Context: an optimization exercise on an open-source flow, tuned for small area. The choices shown serve that exercise and are no tape-out recipe.
Only simulation tests tie the RTL to the original design; equivalence was not proved.

==> job 8700: inputs <==
==> flow/design.v <==
module qsp_regfile (
    input  logic         clk,
    input  logic         rst_n,
    input  logic         we,         
    input  logic [3:0]   rd,
    input  logic [31:0]  wdata,
    input  logic [2:0]   flags,      
    output logic [479:0] regs        
);
    wire [31:0] d = wdata & {32{rst_n}};
    genvar i;
    generate
        for (i = 1; i < 15; i++) begin : g_r
            always_ff @(posedge clk)
                if (!rst_n || (we && rd == i)) regs[32*i-32 +: 32] <= d;
        end
    endgenerate
    always_ff @(posedge clk)
        if (!rst_n || (we && rd == 4'd15)) regs[479:451] <= d[31:3];
    always_ff @(posedge clk)
        if (!rst_n || we) regs[450:448] <= flags & {3{rst_n}};
endmodule
module qsp_core (
    input  logic         clk,
    input  logic         rst_n,
    input  logic [31:0]  instruction,
    output logic [31:0]  status_out,
    output logic         illegal
);
    wire [5:0]  opc = instruction[31:26];
    wire [3:0]  rd  = instruction[25:22];
    wire [3:0]  rs1 = instruction[21:18];
    wire [3:0]  rs2 = instruction[17:14];
    wire [31:0] imm = {{14{instruction[17]}}, instruction[17:0]};
    logic op_add, op_sub, op_mov, op_shl, op_shr, op2_reg;
    always_comb begin
        op_add = 1'b0; op_sub = 1'b0; op_mov = 1'b0; op_shl = 1'b0; op_shr = 1'b0;
        op2_reg = 1'b0; illegal = 1'b0;
        case (opc)
            6'h00, 6'h01, 6'h02, 6'h03, 6'h04,
            6'h15, 6'h1B, 6'h21, 6'h22: ;
            6'h11: op_add = 1'b1;
            6'h17: begin op_add = 1'b1; op2_reg = 1'b1; end
            6'h12: op_sub = 1'b1;
            6'h18: begin op_sub = 1'b1; op2_reg = 1'b1; end
            6'h16: op_mov = 1'b1;
            6'h1C: begin op_mov = 1'b1; op2_reg = 1'b1; end
            6'h1D: op_shl = 1'b1;
            6'h1E: begin op_shl = 1'b1; op2_reg = 1'b1; end
            6'h1F: op_shr = 1'b1;
            6'h20: begin op_shr = 1'b1; op2_reg = 1'b1; end
            default: illegal = 1'b1;
        endcase
    end
    wire we = op_add | op_sub | op_mov | op_shl | op_shr;
    logic        v1, v2, v3;
    logic [3:0]  rd1, rd2, rd3;
    logic [31:0] res1, res2, res3;
    logic        c1, c2, c3, o1, o2, o3;
    logic [479:0] regs;
    qsp_regfile regfile_inst (
        .clk   (clk),
        .rst_n (rst_n),
        .we    (v3),
        .rd    (rd3),
        .wdata (res3),
        .flags ({c3, o3, ~|res3}),
        .regs  (regs)
    );
    assign status_out = regs[479:448];
    wire fwd1 = v1 && (rd1 != 4'd0) && (rd1 == rs1);
    wire fwd2 = v1 && (rd1 != 4'd0) && (rd1 == rs2);
    logic [31:0] rf1, rf2;
    always_comb begin
        rf1 = '0;
        rf2 = '0;
        for (int i = 1; i < 16; i++) begin
            rf1 = rf1 | ({32{rs1 == i}} & regs[32*i-32 +: 32]);
            rf2 = rf2 | ({32{rs2 == i}} & regs[32*i-32 +: 32]);
        end
    end
    wire [31:0] op1  = fwd1 ? res1 : rf1;
    wire [31:0] rv2  = fwd2 ? res1 : rf2;
    wire [31:0] op2  = op2_reg ? rv2 : imm;
    wire [31:0] b = op_sub ? ~op2 : op2;
    wire [32:0] sum = {1'b0, op1} + {1'b0, b} + {32'd0, op_sub};
    wire        ovf = (op1[31] == b[31]) && (sum[31] != op1[31]);
    logic [31:0] op1_rev, sh_rev;
    always_comb for (int i = 0; i < 32; i++) op1_rev[i] = op1[31-i];
    wire [31:0] shin = op_shl ? op1_rev : op1;
    wire        fill = op_shr & op1[31];
    wire [32:0] shx  = $signed({fill, shin}) >>> op2[4:0];
    wire [31:0] sh   = shx[31:0];
    always_comb for (int i = 0; i < 32; i++) sh_rev[i] = sh[31-i];
    wire [31:0] result = ({32{op_add | op_sub}} & sum[31:0])
                       | ({32{op_mov}} & op2)
                       | ({32{op_shr}} & sh)
                       | ({32{op_shl}} & sh_rev);
    always_ff @(posedge clk) begin
        v1 <= rst_n & we;
        v2 <= rst_n & v1;
        v3 <= rst_n & v2;
        rd1 <= rd;  rd2 <= rd1;  rd3 <= rd2;
        res1 <= result; res2 <= res1; res3 <= res2;
        c1 <= (op_add & sum[32]) | (op_sub & ~sum[32]);
        o1 <= (op_add | op_sub) & ovf;
        c2 <= c1; c3 <= c2;
        o2 <= o1; o3 <= o2;
    end
endmodule
==> flow/run.sh <==
#!/bin/bash
# synth_recipe.tcl (not shown) runs the flow's synth.tcl, then flattens the netlist and writes it again
# the make line also repeats each setting of config.mk as NAME=value (left out here)
make -C /OpenROAD-flow-scripts/flow DESIGN_CONFIG=/design/flow/config.mk WORK_HOME=/design/flow/orfs CLKGATE_MAP_FILE= SYNTH_SCRIPT=/design/flow/synth_recipe.tcl finish
==> flow/config.mk <==
export PLATFORM = sky130hd
export DESIGN_NAME = qsp_core
export DESIGN_NICKNAME = qsp_core
export VERILOG_FILES = /design/flow/design.v
export SDC_FILE = /design/flow/constraint.sdc
export NUM_CORES = 4
export LEC_CHECK = 0
export CAP_MARGIN = 20
export CORE_MARGIN = 2
export CORE_UTILIZATION = 40
export SLEW_MARGIN = 20
==> flow/constraint.sdc <==
create_clock -name core_clock -period 7.0 [get_ports {clk}]
set_input_delay 1.4000 -clock core_clock [delete_from_list [all_inputs] [get_ports {clk}]]
set_output_delay 1.4000 -clock core_clock [all_outputs]
set_load 0.01 [all_outputs]
==> job 7891 (differences from job 8700) <==
--- a/flow/design.v
+++ b/flow/design.v
@@ -21,2 +21,29 @@
         if (!rst_n || we) regs[450:448] <= flags & {3{rst_n}};
+endmodule
+module qsp_aoi222 (
+    input  logic a1, a2, b1, b2, c1, c2,
+    output logic y
+);
+    assign y = ~((a1 & a2) | (b1 & b2) | (c1 & c2));
+endmodule
+module qsp_rdport (
+    input  logic [479:0] regs,      
+    input  logic [14:0]  sel,       
+    output logic [31:0]  q
+);
+    genvar b, g;
+    generate
+        for (b = 0; b < 32; b++) begin : g_bit
+            logic [4:0] y;
+            for (g = 0; g < 5; g++) begin : g_grp
+                qsp_aoi222 u_aoi (
+                    .a1 (sel[3*g]),     .a2 (regs[32*(3*g) + b]),
+                    .b1 (sel[3*g + 1]), .b2 (regs[32*(3*g + 1) + b]),
+                    .c1 (sel[3*g + 2]), .c2 (regs[32*(3*g + 2) + b]),
+                    .y  (y[g])
+                );
+            end
+            assign q[b] = ~&y;
+        end
+    endgenerate
 endmodule
@@ -58,3 +85,3 @@
     logic [31:0] res1, res2, res3;
-    logic        c1, c2, c3, o1, o2, o3;
+    logic        c2, c3, o2, o3;
     logic [479:0] regs;
@@ -72,11 +99,11 @@
     wire fwd2 = v1 && (rd1 != 4'd0) && (rd1 == rs2);
+    logic [14:0] sel1, sel2;
+    always_comb
+        for (int i = 1; i < 16; i++) begin
+            sel1[i-1] = rs1 == i;
+            sel2[i-1] = rs2 == i;
+        end
     logic [31:0] rf1, rf2;
-    always_comb begin
-        rf1 = '0;
-        rf2 = '0;
-        for (int i = 1; i < 16; i++) begin
-            rf1 = rf1 | ({32{rs1 == i}} & regs[32*i-32 +: 32]);
-            rf2 = rf2 | ({32{rs2 == i}} & regs[32*i-32 +: 32]);
-        end
-    end
+    qsp_rdport rp1 (.regs(regs), .sel(sel1), .q(rf1));
+    qsp_rdport rp2 (.regs(regs), .sel(sel2), .q(rf2));
     wire [31:0] op1  = fwd1 ? res1 : rf1;
@@ -85,4 +112,25 @@
     wire [31:0] b = op_sub ? ~op2 : op2;
-    wire [32:0] sum = {1'b0, op1} + {1'b0, b} + {32'd0, op_sub};
-    wire        ovf = (op1[31] == b[31]) && (sum[31] != op1[31]);
+    logic [32:0] sum;
+    logic [31:0] g0, p0;
+    logic [31:0] G, P;
+    logic [32:0] cy;
+    always_comb begin
+        g0 = op1 & b;
+        p0 = op1 ^ b;
+        G = g0; P = p0;
+        for (int d = 1; d < 32; d = d * 2)
+            for (int i = 2*d - 1; i < 32; i += 2*d) begin
+                G[i] = G[i] | (P[i] & G[i-d]);
+                P[i] = P[i] & P[i-d];
+            end
+        for (int d = 8; d >= 1; d = d / 2)
+            for (int i = 3*d - 1; i < 32; i += 2*d) begin
+                G[i] = G[i] | (P[i] & G[i-d]);
+                P[i] = P[i] & P[i-d];
+            end
+        cy[0] = op_sub;
+        for (int i = 0; i < 32; i++) cy[i+1] = G[i] | (P[i] & op_sub);
+        for (int i = 0; i < 32; i++) sum[i] = p0[i] ^ cy[i];
+        sum[32] = cy[32];
+    end
     logic [31:0] op1_rev, sh_rev;
@@ -91,4 +139,10 @@
     wire        fill = op_shr & op1[31];
-    wire [32:0] shx  = $signed({fill, shin}) >>> op2[4:0];
-    wire [31:0] sh   = shx[31:0];
+    logic [31:0] t1, t2, t3, t4, sh;
+    always_comb begin
+        t4 = op2[4] ? {{16{fill}}, shin[31:16]} : shin;
+        t3 = op2[3] ? {{8{fill}}, t4[31:8]} : t4;
+        t2 = op2[2] ? {{4{fill}}, t3[31:4]} : t3;
+        t1 = op2[1] ? {{2{fill}}, t2[31:2]} : t2;
+        sh = op2[0] ? {fill, t1[31:1]} : t1;
+    end
     always_comb for (int i = 0; i < 32; i++) sh_rev[i] = sh[31-i];
@@ -98,2 +152,5 @@
                        | ({32{op_shl}} & sh_rev);
+    logic as1, sub1, eq1, a1;
+    wire  s1  = res1[31];
+    wire  co1 = eq1 ? a1 : ~s1;             
     always_ff @(posedge clk) begin
@@ -104,6 +161,10 @@
         res1 <= result; res2 <= res1; res3 <= res2;
-        c1 <= (op_add & sum[32]) | (op_sub & ~sum[32]);
-        o1 <= (op_add | op_sub) & ovf;
-        c2 <= c1; c3 <= c2;
-        o2 <= o1; o3 <= o2;
+        as1  <= op_add | op_sub;
+        sub1 <= op_sub;
+        eq1  <= op1[31] == b[31];
+        a1   <= op1[31];
+        c2 <= as1 & (co1 ^ sub1);
+        o2 <= as1 & eq1 & (s1 != a1);
+        c3 <= c2;
+        o3 <= o2;
     end
==> flow/flow/run.sh (new file) <==
#!/bin/bash
# Layout flow: the standard flow (standard.sh) with these changes:
#  - synthesis runs the standard script, except that ABC maps with map.abc
#    (ABC's &nf mapper with its delay target relaxed by 30%) in place
#    of ORFS's speed script; the flip-flops are mapped before ABC, as in the
#    standard synthesis;
#  - ports are buffered with buf_2;
#  - CTS uses clkbuf_8 in clusters of up to 15 sinks, without dummy loads;
#  - after global routing, gates off the critical paths are downsized
#    (RECOVER_POWER=100).
# Each step's full log is in orfs/logs/; make's output is in make.log.
set -euo pipefail
W=$(pwd)
sed -e "s|log_cmd abc {\*}\$abc_args|log_cmd abc -script $W/flow/map.abc {*}[lrange \$abc_args 2 end]|" \
  "$FLOW_HOME/scripts/synth.tcl" > "$W/synth_map.tcl"
grep -q "flow/map.abc" "$W/synth_map.tcl"
sed -e "s|source \$::env(SCRIPTS_DIR)/synth.tcl|source $W/synth_map.tcl|" \
  "$W/synth_recipe.tcl" > "$W/synth_recipe_map.tcl"
grep -q "synth_map.tcl" "$W/synth_recipe_map.tcl"
bash standard.sh \
  SYNTH_SCRIPT="$W/synth_recipe_map.tcl" \
  RECOVER_POWER=100 \
  BUFFER_PORTS_ARGS="-buffer_cell sky130_fd_sc_hd__buf_2" \
  CTS_ARGS="-sink_clustering_enable -repair_clock_nets -sink_clustering_size 15 -sink_clustering_max_diameter 60 -buf_list sky130_fd_sc_hd__clkbuf_8 -dont_use_dummy_load" \
  finish > "$W/make.log" 2>&1
==> flow/flow/map.abc (new file) <==
strash
&get -n
&st
&dch
&nf -R 30
&put
topo
stime -c
buffer -c
upsize -c -D 4000
dnsize -c -D 4000
==> flow/standard.sh (new file) <==
#!/bin/bash
# synth_recipe.tcl (not shown) runs the flow's synth.tcl, then flattens the netlist and writes it again
# the make line also repeats each setting of config.mk as NAME=value (left out here)
make -C /OpenROAD-flow-scripts/flow DESIGN_CONFIG=/design/flow/config.mk WORK_HOME=/design/flow/orfs CLKGATE_MAP_FILE= SYNTH_SCRIPT=/design/flow/synth_recipe.tcl "${@:-finish}"
- CORE_UTILIZATION: 40 -> 55
- PLACE_DENSITY: unset -> 0.65
- SYNTH_HIERARCHICAL: unset -> 1
removed: flow/run.sh
==> job 8043 (differences from job 8700) <==
--- a/flow/design.v
+++ b/flow/design.v
@@ -21,2 +21,29 @@
         if (!rst_n || we) regs[450:448] <= flags & {3{rst_n}};
+endmodule
+module qsp_aoi222 (
+    input  logic a1, a2, b1, b2, c1, c2,
+    output logic y
+);
+    assign y = ~((a1 & a2) | (b1 & b2) | (c1 & c2));
+endmodule
+module qsp_rdport (
+    input  logic [479:0] regs,      
+    input  logic [14:0]  sel,       
+    output logic [31:0]  q
+);
+    genvar b, g;
+    generate
+        for (b = 0; b < 32; b++) begin : g_bit
+            logic [4:0] y;
+            for (g = 0; g < 5; g++) begin : g_grp
+                qsp_aoi222 u_aoi (
+                    .a1 (sel[3*g]),     .a2 (regs[32*(3*g) + b]),
+                    .b1 (sel[3*g + 1]), .b2 (regs[32*(3*g + 1) + b]),
+                    .c1 (sel[3*g + 2]), .c2 (regs[32*(3*g + 2) + b]),
+                    .y  (y[g])
+                );
+            end
+            assign q[b] = ~&y;
+        end
+    endgenerate
 endmodule
@@ -58,3 +85,3 @@
     logic [31:0] res1, res2, res3;
-    logic        c1, c2, c3, o1, o2, o3;
+    logic        c2, c3, o2, o3;
     logic [479:0] regs;
@@ -72,11 +99,11 @@
     wire fwd2 = v1 && (rd1 != 4'd0) && (rd1 == rs2);
+    logic [14:0] sel1, sel2;
+    always_comb
+        for (int i = 1; i < 16; i++) begin
+            sel1[i-1] = rs1 == i;
+            sel2[i-1] = rs2 == i;
+        end
     logic [31:0] rf1, rf2;
-    always_comb begin
-        rf1 = '0;
-        rf2 = '0;
-        for (int i = 1; i < 16; i++) begin
-            rf1 = rf1 | ({32{rs1 == i}} & regs[32*i-32 +: 32]);
-            rf2 = rf2 | ({32{rs2 == i}} & regs[32*i-32 +: 32]);
-        end
-    end
+    qsp_rdport rp1 (.regs(regs), .sel(sel1), .q(rf1));
+    qsp_rdport rp2 (.regs(regs), .sel(sel2), .q(rf2));
     wire [31:0] op1  = fwd1 ? res1 : rf1;
@@ -85,4 +112,25 @@
     wire [31:0] b = op_sub ? ~op2 : op2;
-    wire [32:0] sum = {1'b0, op1} + {1'b0, b} + {32'd0, op_sub};
-    wire        ovf = (op1[31] == b[31]) && (sum[31] != op1[31]);
+    logic [32:0] sum;
+    logic [31:0] g0, p0;
+    logic [31:0] G, P;
+    logic [32:0] cy;
+    always_comb begin
+        g0 = op1 & b;
+        p0 = op1 ^ b;
+        G = g0; P = p0;
+        for (int d = 1; d < 32; d = d * 2)
+            for (int i = 2*d - 1; i < 32; i += 2*d) begin
+                G[i] = G[i] | (P[i] & G[i-d]);
+                P[i] = P[i] & P[i-d];
+            end
+        for (int d = 8; d >= 1; d = d / 2)
+            for (int i = 3*d - 1; i < 32; i += 2*d) begin
+                G[i] = G[i] | (P[i] & G[i-d]);
+                P[i] = P[i] & P[i-d];
+            end
+        cy[0] = op_sub;
+        for (int i = 0; i < 32; i++) cy[i+1] = G[i] | (P[i] & op_sub);
+        for (int i = 0; i < 32; i++) sum[i] = p0[i] ^ cy[i];
+        sum[32] = cy[32];
+    end
     logic [31:0] op1_rev, sh_rev;
@@ -91,4 +139,10 @@
     wire        fill = op_shr & op1[31];
-    wire [32:0] shx  = $signed({fill, shin}) >>> op2[4:0];
-    wire [31:0] sh   = shx[31:0];
+    logic [31:0] t1, t2, t3, t4, sh;
+    always_comb begin
+        t4 = op2[4] ? {{16{fill}}, shin[31:16]} : shin;
+        t3 = op2[3] ? {{8{fill}}, t4[31:8]} : t4;
+        t2 = op2[2] ? {{4{fill}}, t3[31:4]} : t3;
+        t1 = op2[1] ? {{2{fill}}, t2[31:2]} : t2;
+        sh = op2[0] ? {fill, t1[31:1]} : t1;
+    end
     always_comb for (int i = 0; i < 32; i++) sh_rev[i] = sh[31-i];
@@ -98,2 +152,5 @@
                        | ({32{op_shl}} & sh_rev);
+    logic as1, sub1, eq1, a1;
+    wire  s1  = res1[31];
+    wire  co1 = eq1 ? a1 : ~s1;             
     always_ff @(posedge clk) begin
@@ -104,6 +161,10 @@
         res1 <= result; res2 <= res1; res3 <= res2;
-        c1 <= (op_add & sum[32]) | (op_sub & ~sum[32]);
-        o1 <= (op_add | op_sub) & ovf;
-        c2 <= c1; c3 <= c2;
-        o2 <= o1; o3 <= o2;
+        as1  <= op_add | op_sub;
+        sub1 <= op_sub;
+        eq1  <= op1[31] == b[31];
+        a1   <= op1[31];
+        c2 <= as1 & (co1 ^ sub1);
+        o2 <= as1 & eq1 & (s1 != a1);
+        c3 <= c2;
+        o3 <= o2;
     end
==> flow/flow/run.sh (new file) <==
#!/bin/bash
# Layout flow: the standard flow (standard.sh) with these changes:
#  - synthesis runs the standard script, except that ABC maps with map.abc
#    (ABC's &nf mapper with its delay target relaxed by 30%) in place
#    of ORFS's speed script; the flip-flops are mapped before ABC, as in the
#    standard synthesis;
#  - ports are buffered with buf_2;
#  - CTS uses clkbuf_8 in clusters of up to 15 sinks, without dummy loads.
# Each step's full log is in orfs/logs/; make's output is in make.log.
set -euo pipefail
W=$(pwd)
sed -e "s|log_cmd abc {\*}\$abc_args|log_cmd abc -script $W/flow/map.abc {*}[lrange \$abc_args 2 end]|" \
  "$FLOW_HOME/scripts/synth.tcl" > "$W/synth_map.tcl"
grep -q "flow/map.abc" "$W/synth_map.tcl"
sed -e "s|source \$::env(SCRIPTS_DIR)/synth.tcl|source $W/synth_map.tcl|" \
  "$W/synth_recipe.tcl" > "$W/synth_recipe_map.tcl"
grep -q "synth_map.tcl" "$W/synth_recipe_map.tcl"
bash standard.sh \
  SYNTH_SCRIPT="$W/synth_recipe_map.tcl" \
  BUFFER_PORTS_ARGS="-buffer_cell sky130_fd_sc_hd__buf_2" \
  CTS_ARGS="-sink_clustering_enable -repair_clock_nets -sink_clustering_size 15 -sink_clustering_max_diameter 60 -buf_list sky130_fd_sc_hd__clkbuf_8 -dont_use_dummy_load" \
  finish > "$W/make.log" 2>&1
==> flow/flow/map.abc (new file) <==
strash
&get -n
&st
&dch
&nf -R 30
&put
topo
stime -c
buffer -c
upsize -c -D 4000
dnsize -c -D 4000
==> flow/standard.sh (new file) <==
#!/bin/bash
# synth_recipe.tcl (not shown) runs the flow's synth.tcl, then flattens the netlist and writes it again
# the make line also repeats each setting of config.mk as NAME=value (left out here)
make -C /OpenROAD-flow-scripts/flow DESIGN_CONFIG=/design/flow/config.mk WORK_HOME=/design/flow/orfs CLKGATE_MAP_FILE= SYNTH_SCRIPT=/design/flow/synth_recipe.tcl "${@:-finish}"
- CORE_UTILIZATION: 40 -> 55
- PLACE_DENSITY: unset -> 0.65
- SYNTH_HIERARCHICAL: unset -> 1
removed: flow/run.sh
==> results.ini <==
[outcome]
outcome = finished clean

[place]
dp.cells = 2714

[synthesis]
synth-adder-area-share_pct = 1.64

[floorplan]
start_util_pct = 55.8

[cells_and_area]
clkbuf_count = 48

[global_route]
antenna_found_initial = 4

# the run above: job 8043

==> results.ini <==
[outcome]
outcome = finished clean

[synthesis]
synth_edf_count = 480
yosysSeqAreaShare_pct = 53.5

[cells_and_area]
clkbuf_count = 87

[global_route]
antenna_found_initial = 14

[floorplan]
start_util_pct = 40.4

[sta]
setup_tns_ns = 0

[place]
dp.cells = 3938

# the run above: job 8700

==> results.ini <==
[outcome]
outcome = failed layout checks
so.violations = max-capacitance violations, max-slew violations

[cells_and_area]
multi_input_area_share_pct = 33.9
clkbuf_count = 48

[sta]
final_max_slew_viol_count = 549

[synthesis]
synth-adder-area-share_pct = 1.64

[run]
maxCapViolCount = 17

# the run above: job 7891

[port drivers added, routing unchanged]
In the flow no input, the clock included, has a driving cell. The finished layouts below were timed again as built, in two steps.
Step 1 (the two cells are an assumption about what drives the block):
set clk [get_ports {clk}]
set_driving_cell -lib_cell sky130_fd_sc_hd__clkbuf_16 $clk
set_driving_cell -lib_cell sky130_fd_sc_hd__buf_2 [delete_from_list [all_inputs] $clk]
Step 2 moves the port delays by t, midway between the first and last clock arrival at a register: inputs arrive t later, outputs are due t later. That takes back most of the time a late clock gives input paths.
Three values: no drivers, after step 1, after step 2; two values: the first two.
run	shift t [ns]	setup slack, ns	clock arrival spread, ns	pins driven straight from the clock port
job 8700	0.675	0.220 / 0.266 / -0.409	0.036 / 0.036	1
job 7891	0.697	0.514 / 0.542 / -0.154	0.096 / 0.097	1
job 8043	0.701	0.847 / 0.813 / 0.112	0.097 / 0.097	1
For job 8043, which loses most, drivers alone change the setup slack by -0.034 ns; drivers and shift together by -0.735 ns.
